Source: an optimization exercise on an open RTL-to-GDS flow (aim: small area and a short achievable clock period). Production flows keep margins and buffers that such runs may drop.
Where RTL was checked, it was by simulation tests only, not by an equivalence proof against the original.
Power figures rest on the tool's default switching activity, not on a simulated workload.

==> exp/nickel <==
==> flow/design.v <==
module Slice(A, B, din, rA, rD,
             nld, g,
             aD, aB, aR, aL, aA,
             bD, bB, bR, bA,
             a, an, bn);
input  A, B, din, rA, rD;
input  nld, g;
input  aD, aB, aR, aL, aA;
input  bD, bB, bR, bA;
output a, an, bn;
assign a  = (A & nld) ^ (din & g);
assign an = (din & aD) | (B & aB) | (rA & aR) | (rD & aL) | (a & aA);
assign bn = (din & bD) | (B & bB) | (rA & bR) | (a & bA);
endmodule
module GS(a3,a2,a1,a0,
          b3,b2,b1,b0);
input  a3,a2,a1,a0;
output b3,b2,b1,b0;
wire t1 = a1 ^ (a0 & a2);
wire t0 = a0 ^ (t1 & a3);
wire t2 = a2 ^ (t0 | t1);
wire t3 = a3 ^ ~t2;
wire s1 = t1 ^ ~t3;
wire s2 = t2 ^ (t0 & s1);
assign b3 = t0;
assign b2 = s2;
assign b1 = s1;
assign b0 = t3;
endmodule
module RoundFunction(a,
                     ck,
                     rc,
                     b);
input [63:0] a;
input [31:0] ck;
input [5:0]  rc;
output[63:0] b;
wire [15:0] s [0:3];
wire [15:0] p [0:3];
genvar i, m;
generate
    for (i = 0; i < 16; i = i + 1) begin : g
        GS sb(a[4*i+3], a[4*i+2], a[4*i+1], a[4*i],
              s[3][i], s[2][i], s[1][i], s[0][i]);
        for (m = 0; m < 4; m = m + 1) begin : h
            assign p[m][4*((m-i+16)%4) + i/4] = s[m][i];
        end
        assign b[4*i]   = p[0][i] ^ ck[i];
        assign b[4*i+1] = p[1][i] ^ ck[16+i];
        assign b[4*i+2] = p[2][i];
        if (i < 6)
            assign b[4*i+3] = p[3][i] ^ rc[i];
        else if (i == 15)
            assign b[4*i+3] = ~p[3][i];
        else
            assign b[4*i+3] = p[3][i];
    end
endgenerate
endmodule
module LDMAC(clk,rst,
             load_s1,load_s2,
             load_k,
             load_m,
             din,
             dout,
             dout_valid,
             done);
input            clk,rst;
input            load_s1,load_s2;
output reg       load_k;
output reg       load_m;
input     [63:0] din;
output    [63:0] dout;
output reg       dout_valid;
output reg       done;
localparam [5:0] F12 = 6'd60;
localparam [5:0] F27 = 6'd5;
reg X1,X2,P1,P1F,P2,P2F,KA1,KB1,E1,E1F,KA2,KB2,E2,E2F;
reg [2:0] blok;
wire bu  = (blok == 3'd7);
wire [5:0] rc;
wire t12 = (r == F12);
wire t27 = (r == F27);
wire lfsr_clr = X2 | KA1 | KA2 | P1F | P2F | E1F | E2F;
wire nX1  = ~rst & (P2F | E2F) | rst;
wire nX2  = ~rst & X1;
wire nP1  = ~rst & ((X2 & ~bu) | (P1 & ~t12));
wire nP1F = ~rst & P1 & t12;
wire nP2  = ~rst & (P1F | (P2 & ~t12));
wire nP2F = ~rst & P2 & t12;
wire nKA1 = ~rst & X2 & bu;
wire nKB1 = ~rst & KA1;
wire nE1  = ~rst & (KB1 | (E1 & ~t27));
wire nE1F = ~rst & E1 & t27;
wire nKA2 = ~rst & E1F;
wire nKB2 = ~rst & KA2;
wire nE2  = ~rst & (KB2 | (E2 & ~t27));
wire nE2F = ~rst & E2 & t27;
reg s2A;     
reg xph;     
reg sw;      
reg pf;      
reg pm;      
reg em;      
reg kb;      
reg kl;      
always @(posedge clk) begin
    X1 <= nX1; X2 <= nX2;
    P1 <= nP1; P1F <= nP1F; P2 <= nP2; P2F <= nP2F;
    KA1 <= nKA1; KB1 <= nKB1; E1 <= nE1; E1F <= nE1F;
    KA2 <= nKA2; KB2 <= nKB2; E2 <= nE2; E2F <= nE2F;
    s2A <= nX2 | nP2 | nP2F | nKA2 | nKB2 | nE2 | nE2F;
    xph <= nX1 | nX2;
    sw  <= nX1 | nX2 | nP1F | nP2F | nE1F | nE2F;
    pf  <= nP1F | nP2F;
    pm  <= nP1 | nP2;
    em  <= nKB1 | nKB2 | nE1 | nE2;
    kb  <= nKB1 | nKB2;
    kl  <= nKA1 | nKB1 | nKA2 | nKB2;
end
always @(posedge clk) begin
    dout_valid <= ~rst & (E1 | E2) & t27;
    done       <= ~rst & E2 & t27;
    load_k     <= ~rst & ((X2 & bu) | KA1 | E1F | KA2);
    load_m     <= X2;
    blok       <= rst ? 3'd0 : blok + {2'd0, X2};
end
reg [5:0] r;
assign rc = {r[4:0], ~(r[5] ^ r[4])};
always @(posedge clk) begin
    r <= lfsr_clr ? 6'd0 : rc;
end
reg  [127:0] k;
wire [127:0] kuo;
assign kuo = {k[17:16], k[31:18], k[11:0], k[15:12], k[127:32]};
always @(posedge clk) begin
    if (kl) k <= {k[63:0], din};
    else                       k <= kuo;
end
wire [31:0] kw  = kb ? din[31:0] : k[63:32];
wire [31:0] ck;
assign ck[15:0]  = {16{~em}} | kw[15:0];
assign ck[31:16] = {16{em}} & kw[31:16];
wire sel2 = s2A & ~rst;
wire ldc  = sel2 ? load_s2 : load_s1;              
wire ldo  = sel2 ? load_s1 : load_s2;              
wire nrst = ~rst;
reg  [63:0] A, B;
wire [63:0] a, an, bn, rA, rD;
wire aD = nrst & sw & ldo;                         
wire aB = nrst & sw & ~ldo;                        
wire aR = nrst & (em | pm) & ~ldc;                 
wire aL = nrst & em & ldc;                         
wire aA = ~(aD | aB | aR | aL);                    
wire bA = nrst & sw & (~pf | ldc);                 
wire bR = nrst & pf & ~ldc;                        
wire bD = (rst | ~sw) & ldo;                       
wire bB = (rst | ~sw) & ~ldo;                      
RoundFunction rf0(A,   ck, rc, rA);
RoundFunction rf1(din, ck, rc, rD);
genvar i;
generate
    for (i = 0; i < 64; i = i + 1) begin : g_bit
        Slice sl(A[i], B[i], din[i], rA[i], rD[i],
                 ~ldc, ldc | rst | xph,
                 aD, aB, aR, aL, aA,
                 bD, bB, bR, bA,
                 a[i], an[i], bn[i]);
    end
endgenerate
always @(posedge clk) begin
    A <= an;
    B <= bn;
end
assign dout = A;
endmodule
==> flow/flow/run.sh <==
#!/bin/bash
set -euo pipefail
export BUFFER_PORTS_ARGS="-buffer_cell sky130_fd_sc_hd__buf_2"
bash standard.sh > standard_flow.log 2>&1
==> flow/standard.sh <==
#!/bin/bash
# synth_recipe.tcl (not shown) runs the flow's synth.tcl, then flattens the netlist and writes it again
# the make line also repeats each setting of config.mk as NAME=value (left out here)
make -C /OpenROAD-flow-scripts/flow DESIGN_CONFIG=/design/flow/config.mk WORK_HOME=/design/flow/orfs CLKGATE_MAP_FILE= SYNTH_SCRIPT=/design/flow/synth_recipe.tcl "${@:-finish}"
==> flow/config.mk <==
export PLATFORM = sky130hd
export DESIGN_NAME = LDMAC
export DESIGN_NICKNAME = LDMAC
export VERILOG_FILES = /design/flow/design.v
export SDC_FILE = /design/flow/constraint.sdc
export NUM_CORES = 4
export LEC_CHECK = 0
export CAP_MARGIN = 20
export CORE_MARGIN = 2
export CORE_UTILIZATION = 40
export CTS_CLUSTER_DIAMETER = 150
export CTS_CLUSTER_SIZE = 25
export SETUP_SLACK_MARGIN = 3.0
export SLEW_MARGIN = 20
export SYNTH_HIERARCHICAL = 1
export TNS_END_PERCENT = 0
==> flow/constraint.sdc <==
create_clock -name core_clock -period 5.0 [get_ports {clk}]
set_input_delay 1.0000 -clock core_clock [delete_from_list [all_inputs] [get_ports {clk}]]
set_output_delay 1.0000 -clock core_clock [all_outputs]
set_load 0.01 [all_outputs]
==> inputs of exp/yarrow, as changes to exp/nickel <==
==> flow/design.v, changed modules only <==
module Slice(A, B, din, rA, rD,
             dx,
             aD, aB, aR, aL, aA,
             bD, bB, bR, bA,
             a, an, bn);
input  A, B, din, rA, rD;
input  dx;
input  aD, aB, aR, aL, aA;
input  bD, bB, bR, bA;
output a, an, bn;
wire an1, an2, bn1, bn2;
assign a = A ^ (din & dx);
AOI222 u0(din, aD, B, aB, rA, aR, an1);
AOI22  u1(rD, aL, a, aA, an2);
assign an = ~(an1 & an2);
AOI22  u2(din, bD, B, bB, bn1);
AOI22  u3(rA, bR, a, bA, bn2);
assign bn = ~(bn1 & bn2);
endmodule
module AOI222(a1, a2, b1, b2, c1, c2, y);
input  a1, a2, b1, b2, c1, c2;
output y;
assign y = ~((a1 & a2) | (b1 & b2) | (c1 & c2));
endmodule
module AOI22(a1, a2, b1, b2, y);
input  a1, a2, b1, b2;
output y;
assign y = ~((a1 & a2) | (b1 & b2));
endmodule
module GS(a3,a2,a1,a0,
          b3,b2,b1,b0);
input  a3,a2,a1,a0;
output b3,b2,b1,b0;
wire x23 = a2 ^ a3;
assign b0 = ~(a0 | a1) ^ x23;
assign b1 = (a0 & ~(a1 ^ a2)) ^ x23;
assign b2 = a1 ^ a2 ^ (a3 & (a0 ^ (a1 & ~a2)));
assign b3 = a0 ^ (a3 & (a1 ^ (a0 & a2)));
endmodule
module LDMAC(clk,rst,
             load_s1,load_s2,
             load_k,
             load_m,
             din,
             dout,
             dout_valid,
             done);
input            clk,rst;
input            load_s1,load_s2;
output reg       load_k;
output reg       load_m;
input     [63:0] din;
output    [63:0] dout;
output reg       dout_valid;
output reg       done;
localparam [5:0] F12 = 6'd60;
localparam [5:0] F27 = 6'd5;
reg s2A;     
reg xph;     
reg sw;      
reg pf;      
reg pm;      
reg em;      
reg kb;      
reg kl;      
wire X1  = xph & ~s2A;
wire X2  = xph & s2A;
wire P1  = pm & ~s2A;
wire P2  = pm & s2A;
wire P1F = pf & ~s2A;
wire P2F = pf & s2A;
wire KA1 = kl & ~kb & ~s2A;
wire KA2 = kl & ~kb & s2A;
wire KB1 = kb & ~s2A;
wire KB2 = kb & s2A;
wire E1  = em & ~kb & ~s2A;
wire E2  = em & ~kb & s2A;
wire E1F = sw & ~xph & ~pf & ~s2A;
wire E2F = sw & ~xph & ~pf & s2A;
reg [2:0] blok;
wire bu  = (blok == 3'd7);
wire [5:0] rc;
wire t12 = (r == F12);
wire t27 = (r == F27);
wire lfsr_clr = X2 | KA1 | KA2 | P1F | P2F | E1F | E2F;
wire nX1  = ~rst & (P2F | E2F) | rst;
wire nX2  = ~rst & X1;
wire nP1  = ~rst & ((X2 & ~bu) | (P1 & ~t12));
wire nP1F = ~rst & P1 & t12;
wire nP2  = ~rst & (P1F | (P2 & ~t12));
wire nP2F = ~rst & P2 & t12;
wire nKA1 = ~rst & X2 & bu;
wire nKB1 = ~rst & KA1;
wire nE1  = ~rst & (KB1 | (E1 & ~t27));
wire nE1F = ~rst & E1 & t27;
wire nKA2 = ~rst & E1F;
wire nKB2 = ~rst & KA2;
wire nE2  = ~rst & (KB2 | (E2 & ~t27));
wire nE2F = ~rst & E2 & t27;
wire n2  = nX2 | nP2 | nP2F | nKA2 | nKB2 | nE2 | nE2F;    
wire nsw = nX1 | nX2 | nP1F | nP2F | nE1F | nE2F;          
wire npk = nP1 | nP2 | nKA1 | nKA2;                        
wire nrp = nP1 | nP2 | nKB1 | nKB2 | nE1 | nE2;            
wire nem = nKB1 | nKB2 | nE1 | nE2;                        
wire nsx = nX1 | nX2 | nE1F | nE2F;                        
wire npf = nP1F | nP2F;                                    
reg d1, d2;      
reg w1, w2;      
reg r1, r2;      
reg e1, e2;      
reg h1;          
reg x1, x2;      
reg f1, f2;      
reg q1, q2;      
always @(posedge clk) begin
    d1 <= (nsw & n2) | (npk & ~n2);
    d2 <= (nsw & ~n2) | (npk & n2);
    w1 <= nsw & ~n2;  w2 <= nsw & n2;
    r1 <= nrp & ~n2;  r2 <= nrp & n2;
    e1 <= nem & ~n2;  e2 <= nem & n2;
    h1 <= nsw ^ n2;
    x1 <= nsx & ~n2;  x2 <= nsx & n2;
    f1 <= npf & ~n2;  f2 <= npf & n2;
    q1 <= ~nsw & n2;  q2 <= ~nsw & ~n2;
end
always @(posedge clk) begin
    s2A <= nX2 | nP2 | nP2F | nKA2 | nKB2 | nE2 | nE2F;
    xph <= nX1 | nX2;
    sw  <= nX1 | nX2 | nP1F | nP2F | nE1F | nE2F;
    pf  <= nP1F | nP2F;
    pm  <= nP1 | nP2;
    em  <= nKB1 | nKB2 | nE1 | nE2;
    kb  <= nKB1 | nKB2;
    kl  <= nKA1 | nKB1 | nKA2 | nKB2;
end
always @(posedge clk) begin
    dout_valid <= ~rst & (E1 | E2) & t27;
    done       <= ~rst & E2 & t27;
    load_k     <= ~rst & ((X2 & bu) | KA1 | E1F | KA2);
    load_m     <= X2;
    blok       <= rst ? 3'd0 : blok + {2'd0, X2};
end
reg [5:0] r;
assign rc = {r[4:0], ~(r[5] ^ r[4])};
always @(posedge clk) begin
    r <= lfsr_clr ? 6'd0 : rc;
end
reg  [127:0] k;
wire [127:0] kuo;
assign kuo = {k[17:16], k[31:18], k[11:0], k[15:12], k[127:32]};
always @(posedge clk) begin
    if (kl) k[63:0] <= din;
    else    k[63:0] <= kuo[63:0];
    if (kb) k[127:64] <= k[63:0];
    else    k[127:64] <= kuo[127:64];
end
wire [31:0] kw  = kb ? din[31:0] : k[63:32];
wire [31:0] ck;
assign ck[15:0]  = {16{~em}} | kw[15:0];
assign ck[31:16] = {16{em}} & kw[31:16];
wire nrst = ~rst;
reg  [63:0] A, B;
wire [63:0] a, an, bn, rA, rD;
wire dx = rst | xph;                               
wire aD = rst ? load_s1 : ((load_s1 & d1) | (load_s2 & d2));    
wire aB = nrst & ((w2 & ~load_s1) | (w1 & ~load_s2));        
wire aR = nrst & ((r1 & ~load_s1) | (r2 & ~load_s2));        
wire aL = nrst & ((e1 & load_s1) | (e2 & load_s2));          
wire aA = ~(aD | aB | aR | aL);                              
wire bD = (nrst & h1) ? load_s1 : load_s2;                   
wire bA = nrst & ((x1 & ~load_s1) | (x2 & ~load_s2));        
wire bR = nrst & ((f1 & ~load_s1) | (f2 & ~load_s2));        
wire bB = rst ? ~load_s2 : ((q1 & ~load_s1) | (q2 & ~load_s2));    
wire [63:0] pA, pD;
genvar i, m;
generate
    for (i = 0; i < 16; i = i + 1) begin : g_sb
        wire [3:0] sa, sd;
        GS sbA(A[4*i+3],   A[4*i+2],   A[4*i+1],   A[4*i],   sa[3], sa[2], sa[1], sa[0]);
        GS sbD(din[4*i+3], din[4*i+2], din[4*i+1], din[4*i], sd[3], sd[2], sd[1], sd[0]);
        for (m = 0; m < 4; m = m + 1) begin : g_pm
            assign pA[4*(4*((m-i+16)%4) + i/4) + m] = sa[m];
            assign pD[4*(4*((m-i+16)%4) + i/4) + m] = sd[m];
        end
    end
endgenerate
wire [63:0] cv;
generate
    for (i = 0; i < 16; i = i + 1) begin : g_cv
        assign cv[4*i]   = ck[i];
        assign cv[4*i+1] = ck[16+i];
        assign cv[4*i+2] = 1'b0;
        assign cv[4*i+3] = (i < 6) ? rc[i] : (i == 15);
    end
endgenerate
assign rA = pA ^ cv;
assign rD = pD ^ cv;
generate
    for (i = 0; i < 64; i = i + 1) begin : g_bit
        Slice sl(A[i], B[i], din[i], rA[i], rD[i],
                 dx,
                 aD, aB, aR, aL, aA,
                 bD, bB, bR, bA,
                 a[i], an[i], bn[i]);
    end
endgenerate
always @(posedge clk) begin
    A <= an;
    B <= bn;
end
assign dout = A;
endmodule
// module RoundFunction removed
==> flow/flow/run.sh (replaced) <==
#!/bin/bash
set -euo pipefail
export BUFFER_PORTS_ARGS="-buffer_cell sky130_fd_sc_hd__buf_2"
bash standard.sh ABC_LOAD_IN_FF=2 finish > standard_flow.log 2>&1
Settings changed: CORE_UTILIZATION 40 to 35.
==> inputs of exp/indigo, as changes to exp/nickel <==
==> flow/design.v, changed modules only <==
module Slice(A, B, din, rA, rD,
             nld, g,
             aD, aB, aR, aL, aA,
             bD, bB, bR, bA,
             a, an, bn);
input  A, B, din, rA, rD;
input  nld, g;
input  aD, aB, aR, aL, aA;
input  bD, bB, bR, bA;
output a, an, bn;
wire an1, an2, bn1, bn2;
assign a = ~(A & nld) ^ ~(din & g);
AOI222 u0(din, aD, B, aB, rA, aR, an1);
AOI22  u1(rD, aL, a, aA, an2);
assign an = ~(an1 & an2);
AOI22  u2(din, bD, B, bB, bn1);
AOI22  u3(rA, bR, a, bA, bn2);
assign bn = ~(bn1 & bn2);
endmodule
module AOI222(a1, a2, b1, b2, c1, c2, y);
input  a1, a2, b1, b2, c1, c2;
output y;
assign y = ~((a1 & a2) | (b1 & b2) | (c1 & c2));
endmodule
module AOI22(a1, a2, b1, b2, y);
input  a1, a2, b1, b2;
output y;
assign y = ~((a1 & a2) | (b1 & b2));
endmodule
module LDMAC(clk,rst,
             load_s1,load_s2,
             load_k,
             load_m,
             din,
             dout,
             dout_valid,
             done);
input            clk,rst;
input            load_s1,load_s2;
output reg       load_k;
output reg       load_m;
input     [63:0] din;
output    [63:0] dout;
output reg       dout_valid;
output reg       done;
localparam [5:0] F12 = 6'd60;
localparam [5:0] F27 = 6'd5;
reg s2A;     
reg xph;     
reg sw;      
reg pf;      
reg pm;      
reg em;      
reg kb;      
reg kl;      
wire X1  = xph & ~s2A;
wire X2  = xph & s2A;
wire P1  = pm & ~s2A;
wire P2  = pm & s2A;
wire P1F = pf & ~s2A;
wire P2F = pf & s2A;
wire KA1 = kl & ~kb & ~s2A;
wire KA2 = kl & ~kb & s2A;
wire KB1 = kb & ~s2A;
wire KB2 = kb & s2A;
wire E1  = em & ~kb & ~s2A;
wire E2  = em & ~kb & s2A;
wire E1F = sw & ~xph & ~pf & ~s2A;
wire E2F = sw & ~xph & ~pf & s2A;
reg [2:0] blok;
wire bu  = (blok == 3'd7);
wire [5:0] rc;
wire t12 = (r == F12);
wire t27 = (r == F27);
wire lfsr_clr = X2 | KA1 | KA2 | P1F | P2F | E1F | E2F;
wire nX1  = ~rst & (P2F | E2F) | rst;
wire nX2  = ~rst & X1;
wire nP1  = ~rst & ((X2 & ~bu) | (P1 & ~t12));
wire nP1F = ~rst & P1 & t12;
wire nP2  = ~rst & (P1F | (P2 & ~t12));
wire nP2F = ~rst & P2 & t12;
wire nKA1 = ~rst & X2 & bu;
wire nKB1 = ~rst & KA1;
wire nE1  = ~rst & (KB1 | (E1 & ~t27));
wire nE1F = ~rst & E1 & t27;
wire nKA2 = ~rst & E1F;
wire nKB2 = ~rst & KA2;
wire nE2  = ~rst & (KB2 | (E2 & ~t27));
wire nE2F = ~rst & E2 & t27;
always @(posedge clk) begin
    s2A <= nX2 | nP2 | nP2F | nKA2 | nKB2 | nE2 | nE2F;
    xph <= nX1 | nX2;
    sw  <= nX1 | nX2 | nP1F | nP2F | nE1F | nE2F;
    pf  <= nP1F | nP2F;
    pm  <= nP1 | nP2;
    em  <= nKB1 | nKB2 | nE1 | nE2;
    kb  <= nKB1 | nKB2;
    kl  <= nKA1 | nKB1 | nKA2 | nKB2;
end
always @(posedge clk) begin
    dout_valid <= ~rst & (E1 | E2) & t27;
    done       <= ~rst & E2 & t27;
    load_k     <= ~rst & ((X2 & bu) | KA1 | E1F | KA2);
    load_m     <= X2;
    blok       <= rst ? 3'd0 : blok + {2'd0, X2};
end
reg [5:0] r;
assign rc = {r[4:0], ~(r[5] ^ r[4])};
always @(posedge clk) begin
    r <= lfsr_clr ? 6'd0 : rc;
end
reg  [127:0] k;
wire [127:0] kuo;
assign kuo = {k[17:16], k[31:18], k[11:0], k[15:12], k[127:32]};
always @(posedge clk) begin
    if (kl) k[63:0] <= din;
    else    k[63:0] <= kuo[63:0];
    if (kb) k[127:64] <= k[63:0];
    else    k[127:64] <= kuo[127:64];
end
wire [31:0] kw  = kb ? din[31:0] : k[63:32];
wire [31:0] ck;
assign ck[15:0]  = {16{~em}} | kw[15:0];
assign ck[31:16] = {16{em}} & kw[31:16];
wire sel2 = s2A & ~rst;
wire ldc  = sel2 ? load_s2 : load_s1;              
wire ldo  = sel2 ? load_s1 : load_s2;              
wire nrst = ~rst;
reg  [63:0] A, B;
wire [63:0] a, an, bn, rA, rD;
wire aD = nrst & sw & ldo;                         
wire aB = nrst & sw & ~ldo;                        
wire aR = nrst & (em | pm) & ~ldc;                 
wire aL = nrst & em & ldc;                         
wire aA = ~(aD | aB | aR | aL);                    
wire bA = nrst & sw & (~pf | ldc);                 
wire bR = nrst & pf & ~ldc;                        
wire bD = (rst | ~sw) & ldo;                       
wire bB = (rst | ~sw) & ~ldo;                      
RoundFunction rf0(A,   ck, rc, rA);
RoundFunction rf1(din, ck, rc, rD);
genvar i;
generate
    for (i = 0; i < 64; i = i + 1) begin : g_bit
        Slice sl(A[i], B[i], din[i], rA[i], rD[i],
                 ~ldc, ldc | rst | xph,
                 aD, aB, aR, aL, aA,
                 bD, bB, bR, bA,
                 a[i], an[i], bn[i]);
    end
endgenerate
always @(posedge clk) begin
    A <= an;
    B <= bn;
end
assign dout = A;
endmodule
==> flow/flow/run.sh (replaced) <==
#!/bin/bash
set -euo pipefail
export BUFFER_PORTS_ARGS="-buffer_cell sky130_fd_sc_hd__buf_2"
bash standard.sh ABC_LOAD_IN_FF=2 finish > standard_flow.log 2>&1
Settings changed: CTS_CLUSTER_DIAMETER 150 to 100, CTS_CLUSTER_SIZE 25 to 20.
==> run summary <==
Result of the run: exp/indigo complete, no violations; exp/yarrow complete, no violations; exp/nickel complete, no violations
Count of clock-net buffers in the final layout: exp/indigo 21; exp/yarrow 16; exp/nickel 16
GRT met2 Usage: exp/indigo 44.0%; exp/yarrow 36.1%; exp/nickel 45.4%
Total clock sinks: exp/indigo 277; exp/yarrow 292; exp/nickel 290
Vias: exp/indigo 14,640; exp/yarrow 13,622; exp/nickel 15,278
Tcrit/Tclk final: exp/indigo 43.7%; exp/yarrow 42.1%; exp/nickel 42.2%
Number of search-and-repair iterations in the first detailed-routing pass: exp/indigo 9; exp/yarrow 13; exp/nickel 8
Largest fanout on the critical path: exp/indigo 16; exp/yarrow 41; exp/nickel 13
Combinational Power: exp/indigo 0.00492 W; exp/yarrow 0.00595 W; exp/nickel 0.00265 W
Data arrival time of the worst path: exp/indigo 2580 ps; exp/yarrow 2550 ps; exp/nickel 2540 ps
Routed wire per std cell: exp/indigo 25.3 µm; exp/yarrow 22.7 µm; exp/nickel 24.5 µm
Total number of placement rows: exp/indigo 72; exp/yarrow 77; exp/nickel 74
Buffer count excluding the clock tree in the final layout: exp/indigo 200; exp/yarrow 191; exp/nickel 259
Number of signal-net inverters in the final layout: exp/indigo 8; exp/yarrow 47; exp/nickel 136
Share of power burned in the clock network: exp/indigo 13.9%; exp/yarrow 11.5%; exp/nickel 19.8%
Share of async-settable or async-resettable flops after synthesis: exp/indigo 0%; exp/yarrow 0%; exp/nickel -
Reg-to-reg endpoint: exp/indigo A[22]; exp/yarrow A[33]; exp/nickel A[9]
For exp/indigo, only the layout was checked, not whether the RTL still works.

## static timing again, ports no longer ideal
The flow's constraints put no driver on any port. The routed layouts listed below were extracted and timed again, unchanged, in two steps. Step 1 sets driving cells, clkbuf_16 on the clock port and buf_2 on the other inputs (assumed; they add their load-dependent delay and slew). Step 2 times the ports against the registers' clock, not the clock port: input delays grow and output delays shrink by t, the midpoint of the rising clock arrivals with the driver on. Slacks: ideal ports / drivers / drivers and shift; pairs: ideal ports / drivers.
run | shift t [ns] | setup WS [ns] | hold WS [ns] | worst data-port slew with drivers (ns)
exp/nickel | 0.564 | 2.888 / 2.899 / 2.335 | 0.421 / 0.421 / 0.421 | 0.11
exp/yarrow | 0.558 | 2.897 / 2.859 / 2.357 | 0.431 / 0.431 / 0.431 | 0.07
exp/indigo | 0.568 | 2.816 / 2.786 / 2.218 | 0.459 / 0.459 / 0.459 | 0.13
After both steps setup and hold are still met in every run listed. For exp/indigo, which loses most, drivers alone change the setup slack by -0.030 ns; drivers and shift together by -0.598 ns.
